Context: an optimization exercise on an open-source flow, tuned for small area, a short achievable clock period and few clock cycles. The choices shown serve that exercise and are no tape-out recipe.
Only simulation tests tie the RTL to the original design; equivalence was not proved.
No activity file was given, so power comes from the tool's default toggle rates.

==> inputs of trial 64 <==
==> flow/design.v <==
module MU0(in_data, rst_n, clk,
           out_data, out_address, memrq, rnw);
    input  [15:0] in_data;
    input         rst_n, clk;
    output [15:0] out_data;
    output [11:0] out_address;
    output        memrq, rnw;
    reg         ex;      
    reg         fe;      
    reg         rs;      
    reg         sel;     
    reg         ka;      
    reg         ub;      
    reg         sb;      
    reg  [15:0] ir;
    reg  [11:0] pc;
    reg  [15:0] acc;
    wire [3:0] op   = ir[15:12];
    wire       hop  = op[3] | (op[2:0] == 3'b111);
    wire       dop  = ~op[3] & ~op[2];
    wire       jop  = ~op[3] & op[2] & ~(op[1] & op[0]);
    assign out_address = sel ? ir[11:0] : pc;
    assign memrq       = fe | rs | (ex & ~hop);
    assign rnw         = ~(ex & (op == 4'b0001));
    assign out_data    = acc;
    wire [15:0] a_op  = ka ? acc : 16'd0;
    wire [15:0] b_op  = (ub ? in_data : 16'd0) ^ {16{sb}};
    wire [16:0] sum   = {a_op, 1'b1} + {b_op, sb};
    wire [15:0] acc_n = sum[16:1];
    wire        pc_en = fe | (ex & jop);
    wire        nex   = fe | rs | (ex & jop);
    wire [3:0]  nop   = in_data[15:12];
    wire        neg   = acc[15] & ~rs;
    wire        nz    = (|acc) & ~rs;
    wire        ntake = (nop[1:0] == 2'b00) |
                        (nop[1:0] == 2'b01 & ~neg) |
                        (nop[1:0] == 2'b10 & nz);
    wire        sel_n = ~(ex & dop) & ~nop[3] & (~nop[2] | ntake);
    always @(posedge clk) begin
        ir  <= in_data;
        acc <= acc_n;
        if (~rst_n) begin
            ex  <= 1'b0;
            fe  <= 1'b0;
            rs  <= 1'b1;
            sel <= 1'b0;
            ka  <= 1'b0;
            ub  <= 1'b0;
            sb  <= 1'b0;
            pc  <= 12'd0;
        end else begin
            ex  <= nex;
            fe  <= ex & dop;
            rs  <= 1'b0;
            sel <= sel_n;
            ka  <= ~(nex & (nop == 4'b0000));
            ub  <= nex & ~nop[3] & ~nop[2] & (nop[1:0] != 2'b01);
            sb  <= nex & (nop == 4'b0011);
            if (pc_en)
                pc <= out_address + 12'd1;
        end
    end
endmodule
==> flow/flow/run.sh <==
#!/bin/bash
set -euo pipefail
bash standard.sh BUFFER_PORTS_ARGS="-buffer_cell sky130_fd_sc_hd__buf_1" finish > standard.log 2>&1
==> flow/standard.sh <==
#!/bin/bash
# synth_recipe.tcl (not shown) runs the flow's synth.tcl, then flattens the netlist and writes it again
# the make line also repeats each setting of config.mk as NAME=value (left out here)
make -C /OpenROAD-flow-scripts/flow DESIGN_CONFIG=/design/flow/config.mk WORK_HOME=/design/flow/orfs CLKGATE_MAP_FILE= SYNTH_SCRIPT=/design/flow/synth_recipe.tcl "${@:-finish}"
==> flow/config.mk <==
export PLATFORM = sky130hd
export DESIGN_NAME = MU0
export DESIGN_NICKNAME = MU0
export VERILOG_FILES = /design/flow/design.v
export SDC_FILE = /design/flow/constraint.sdc
export NUM_CORES = 4
export LEC_CHECK = 0
export ABC_AREA = 1
export CAP_MARGIN = 20
export CORE_MARGIN = 2
export CORE_UTILIZATION = 40
export PLACE_DENSITY = 0.8
export SETUP_SLACK_MARGIN = 2.2
export SLEW_MARGIN = 20
==> flow/constraint.sdc <==
create_clock -name core_clock -period 4.5 [get_ports {clk}]
set_input_delay 0.9000 -clock core_clock [delete_from_list [all_inputs] [get_ports {clk}]]
set_output_delay 0.9000 -clock core_clock [all_outputs]
set_load 0.01 [all_outputs]
==> trial 37: changes against trial 64 <==
--- a/flow/config.mk
+++ b/flow/config.mk
@@ -10,4 +10,3 @@
 export CORE_MARGIN = 2
-export CORE_UTILIZATION = 40
-export PLACE_DENSITY = 0.8
+export CORE_UTILIZATION = 65
 export SETUP_SLACK_MARGIN = 2.2
==> summary.txt <==
Internal: 0.697 mW
Max Freq: 0.451 GHz
die width: 73.8 um
combinational share of power: 15.6%
leakage power: 1.91 nW
crit-path max FO: 4
Post-DP HPWL: 5200 um
status: finished clean
fillcell total: 380
Power Total: 0.964 mW
WL final: 6830 um
worst reg-to-reg path cell count: 10
Design Area, Final: 0.00357 sq mm
worst-margin pin slew: 690 ps
Seq/total area: 28.8%
Sw Pwr: 0.267 mW
Crit-path slowest cell: a21oi_1
Vias: 2902
That was trial 37.
==> summary.txt <==
status: finished clean
Max Freq: 0.449 GHz
Sw Pwr: 0.277 mW
crit-path max FO: 5
worst-margin pin slew: 677 ps
leakage power: 1.90 nW
Internal: 0.658 mW
die width: 92.9 um
Design Area, Final: 0.00362 sq mm
Crit-path slowest cell: ha_2
combinational share of power: 16.7%
That was trial 64.
Testbench counts of trial 64, summed over its fixed seeds: cycles 33,132.
Testbench counts of trial 37, summed over its fixed seeds: cycles 33,132.

---

==> run a <==
// MU0: RTL as listed in full above, without the edits since
==> flow/config.mk <==
export PLATFORM = sky130hd
export DESIGN_NAME = MU0
export DESIGN_NICKNAME = MU0
export VERILOG_FILES = /design/flow/design.v
export SDC_FILE = /design/flow/constraint.sdc
export NUM_CORES = 4
export LEC_CHECK = 0
export ABC_AREA = 1
export CAP_MARGIN = 20
export CORE_MARGIN = 2
export CORE_UTILIZATION = 55
export SETUP_SLACK_MARGIN = 2.2
export SLEW_MARGIN = 20
==> flow/constraint.sdc <==
create_clock -name core_clock -period 4.5 [get_ports {clk}]
set_input_delay 0.9000 -clock core_clock [delete_from_list [all_inputs] [get_ports {clk}]]
set_output_delay 0.9000 -clock core_clock [all_outputs]
set_load 0.01 [all_outputs]
standard.sh (not shown) runs the stock make flow with config.mk's settings and CLKGATE_MAP_FILE= SYNTH_SCRIPT=/design/flow/synth_recipe.tcl, a recipe that flattens the netlist after the stock synthesis.
==> flow/flow/run.sh <==
#!/bin/bash
set -euo pipefail
bash standard.sh BUFFER_PORTS_ARGS="-buffer_cell sky130_fd_sc_hd__buf_1" finish > standard.log 2>&1
==> inputs of run b, as changes to run a <==
==> flow/flow/run.sh (replaced) <==
#!/bin/bash
# The standard synthesis, then an area-recovering re-map of the
# combinational logic (flip-flops untouched), then the standard layout with
# plain buf_1 cells as the port buffers.
set -euo pipefail
R=orfs/results/$FLOW_PLATFORM/MU0/base
bash standard.sh synth > standard_synth.log 2>&1
cp $R/1_2_yosys.v orfs/1_2_yosys_standard.v
export LIB=$FLOW_HOME/platforms/$FLOW_PLATFORM/lib/sky130_fd_sc_hd__tt_025C_1v80.lib
export NETLIST_IN=orfs/1_2_yosys_standard.v NETLIST_OUT=orfs/1_2_yosys_remap.v
export ABC_SCRIPT=flow/remap.abc ABC_D=2300
YOSYS=$FLOW_HOME/../tools/install/yosys/bin/yosys
[ -x "$YOSYS" ] || YOSYS=yosys
$YOSYS -c flow/remap.tcl > remap.log 2>&1
cp orfs/1_2_yosys_remap.v $R/1_2_yosys.v
rm -f $R/1_synth.odb $R/1_synth.sdc
bash standard.sh BUFFER_PORTS_ARGS="-buffer_cell sky130_fd_sc_hd__buf_1" finish > standard.log 2>&1
==> flow/flow/remap.abc (new file) <==
strash
&get -n
&st
&syn2
&dch
&nf
&put
topo
buffer -c
upsize -c
dnsize -c
==> flow/flow/remap.tcl (new file) <==
# Re-map the combinational logic of the standard synthesis netlist with an
# area-recovering ABC script. Flip-flops are kept as they are (black boxes),
# so every register keeps its name and cell type.
yosys read_liberty -ignore_miss_func $::env(LIB)
yosys read_verilog $::env(NETLIST_IN)
yosys hierarchy -top $::env(FLOW_TOP)
yosys setattr -mod -set blackbox 1 sky130_fd_sc_hd__dfxtp_1
yosys flatten
yosys opt_clean -purge
yosys abc -liberty $::env(LIB) -dont_use sky130_fd_sc_hd__lpflow_bleeder_1 -dont_use sky130_fd_sc_hd__lpflow_clkbufkapwr_1 -dont_use sky130_fd_sc_hd__lpflow_clkbufkapwr_16 -dont_use sky130_fd_sc_hd__lpflow_clkbufkapwr_2 -dont_use sky130_fd_sc_hd__lpflow_clkbufkapwr_4 -dont_use sky130_fd_sc_hd__lpflow_clkbufkapwr_8 -dont_use sky130_fd_sc_hd__lpflow_clkinvkapwr_1 -dont_use sky130_fd_sc_hd__lpflow_clkinvkapwr_16 -dont_use sky130_fd_sc_hd__lpflow_clkinvkapwr_2 -dont_use sky130_fd_sc_hd__lpflow_clkinvkapwr_4 -dont_use sky130_fd_sc_hd__lpflow_clkinvkapwr_8 -dont_use sky130_fd_sc_hd__lpflow_decapkapwr_12 -dont_use sky130_fd_sc_hd__lpflow_decapkapwr_3 -dont_use sky130_fd_sc_hd__lpflow_decapkapwr_4 -dont_use sky130_fd_sc_hd__lpflow_decapkapwr_6 -dont_use sky130_fd_sc_hd__lpflow_decapkapwr_8 -dont_use sky130_fd_sc_hd__lpflow_inputiso0n_1 -dont_use sky130_fd_sc_hd__lpflow_inputiso0p_1 -dont_use sky130_fd_sc_hd__lpflow_inputiso1n_1 -dont_use sky130_fd_sc_hd__lpflow_inputiso1p_1 -dont_use sky130_fd_sc_hd__lpflow_inputisolatch_1 -dont_use sky130_fd_sc_hd__lpflow_isobufsrc_1 -dont_use sky130_fd_sc_hd__lpflow_isobufsrc_16 -dont_use sky130_fd_sc_hd__lpflow_isobufsrc_2 -dont_use sky130_fd_sc_hd__lpflow_isobufsrc_4 -dont_use sky130_fd_sc_hd__lpflow_isobufsrc_8 -dont_use sky130_fd_sc_hd__lpflow_isobufsrckapwr_16 -dont_use sky130_fd_sc_hd__lpflow_lsbuf_lh_hl_isowell_tap_1 -dont_use sky130_fd_sc_hd__lpflow_lsbuf_lh_hl_isowell_tap_2 -dont_use sky130_fd_sc_hd__lpflow_lsbuf_lh_hl_isowell_tap_4 -dont_use sky130_fd_sc_hd__lpflow_lsbuf_lh_isowell_4 -dont_use sky130_fd_sc_hd__lpflow_lsbuf_lh_isowell_tap_1 -dont_use sky130_fd_sc_hd__lpflow_lsbuf_lh_isowell_tap_2 -dont_use sky130_fd_sc_hd__lpflow_lsbuf_lh_isowell_tap_4 -dont_use sky130_fd_sc_hd__probe_p_8 -dont_use sky130_fd_sc_hd__probec_p_8  -script $::env(ABC_SCRIPT) -D $::env(ABC_D)
yosys opt_clean -purge
yosys hilomap -singleton -hicell sky130_fd_sc_hd__conb_1 HI -locell sky130_fd_sc_hd__conb_1 LO
yosys splitnets
yosys opt_clean -purge
yosys insbuf -buf sky130_fd_sc_hd__buf_4 A X
yosys check
yosys stat -liberty $::env(LIB)
yosys write_verilog -noattr -noexpr -nohex -nodec $::env(NETLIST_OUT)
--- a/flow/config.mk
+++ b/flow/config.mk
@@ -10,4 +10,4 @@
 export CORE_MARGIN = 2
-export CORE_UTILIZATION = 55
-export SETUP_SLACK_MARGIN = 2.2
+export CORE_UTILIZATION = 40
+export SETUP_SLACK_MARGIN = 2.0
 export SLEW_MARGIN = 20
==> metrics.yaml <==
dp.cells: 407
design_area_um2: 3221
multiInputGateArea_um2: 1599
netlist_instances: 302
outcome: "no timing/DRC/antenna violations"
ff2ff_path_depth: 9
avgSynthCellArea_um2: 8.949
sh_seq_area_pct: 32.01
setup_slack_ps: 1906
# the run above: run b

==> metrics.yaml <==
synth_area_um2: 3163
multiInputGateArea_um2: 1868
finalNonFillerCells: 582
hold_viol_final: 0
outcome: "no timing/DRC/antenna violations"
final_util_pct: 64.34
design_area_um2: 3565
ff2ff_path_depth: 13
setup_slack_ps: 2325
avgSynthCellArea_um2: 6.817
vias: 2820
largest_registers: "acc (16), ir (16), pc (12)"
dp.cells: 572
critPathTopFamily: "flip-flops"
# the run above: run a

Testbench counts of run a, summed over its fixed seeds: cycles 33,132.
Testbench counts of run b, summed over its fixed seeds: cycles 33,132.

afterwards: timing with drivers on the ports:
The results above use ideal ports. As a check the final layouts listed here were re-extracted and re-timed, cells and wires unchanged.
Step 1 (the two cells are an assumption about what drives the block):
set clk [get_ports {clk}]
set_driving_cell -lib_cell sky130_fd_sc_hd__clkbuf_16 $clk
set_driving_cell -lib_cell sky130_fd_sc_hd__buf_2 [delete_from_list [all_inputs] $clk]
Step 2 moves the port delays by t, midway between the first and last clock arrival at a register: inputs arrive t later, outputs are due t later. That takes back most of the time a late clock gives input paths.
Three values: ideal, step 1, step 2; two values: the first two.
run	t (ns)	slack for setup (ns)	hold slack, ns	worst register clock-pin slew, ns
trial 64	0.328	2.275 / 2.279 / 1.951	0.551 / 0.551 / 0.551	0.10 / 0.10
trial 37	0.326	2.283 / 2.258 / 1.963	0.532 / 0.532 / 0.532	0.10 / 0.10
run a	0.320	2.325 / 2.297 / 2.023	0.528 / 0.528 / 0.528	0.10 / 0.10
run b	0.327	1.906 / 1.884 / 1.557	0.452 / 0.452 / 0.452	0.10 / 0.10
After both steps setup and hold are still met in every run listed. The setup slack of run b, which loses most, moves by -0.022 ns with the drivers and by -0.349 ns with both steps.
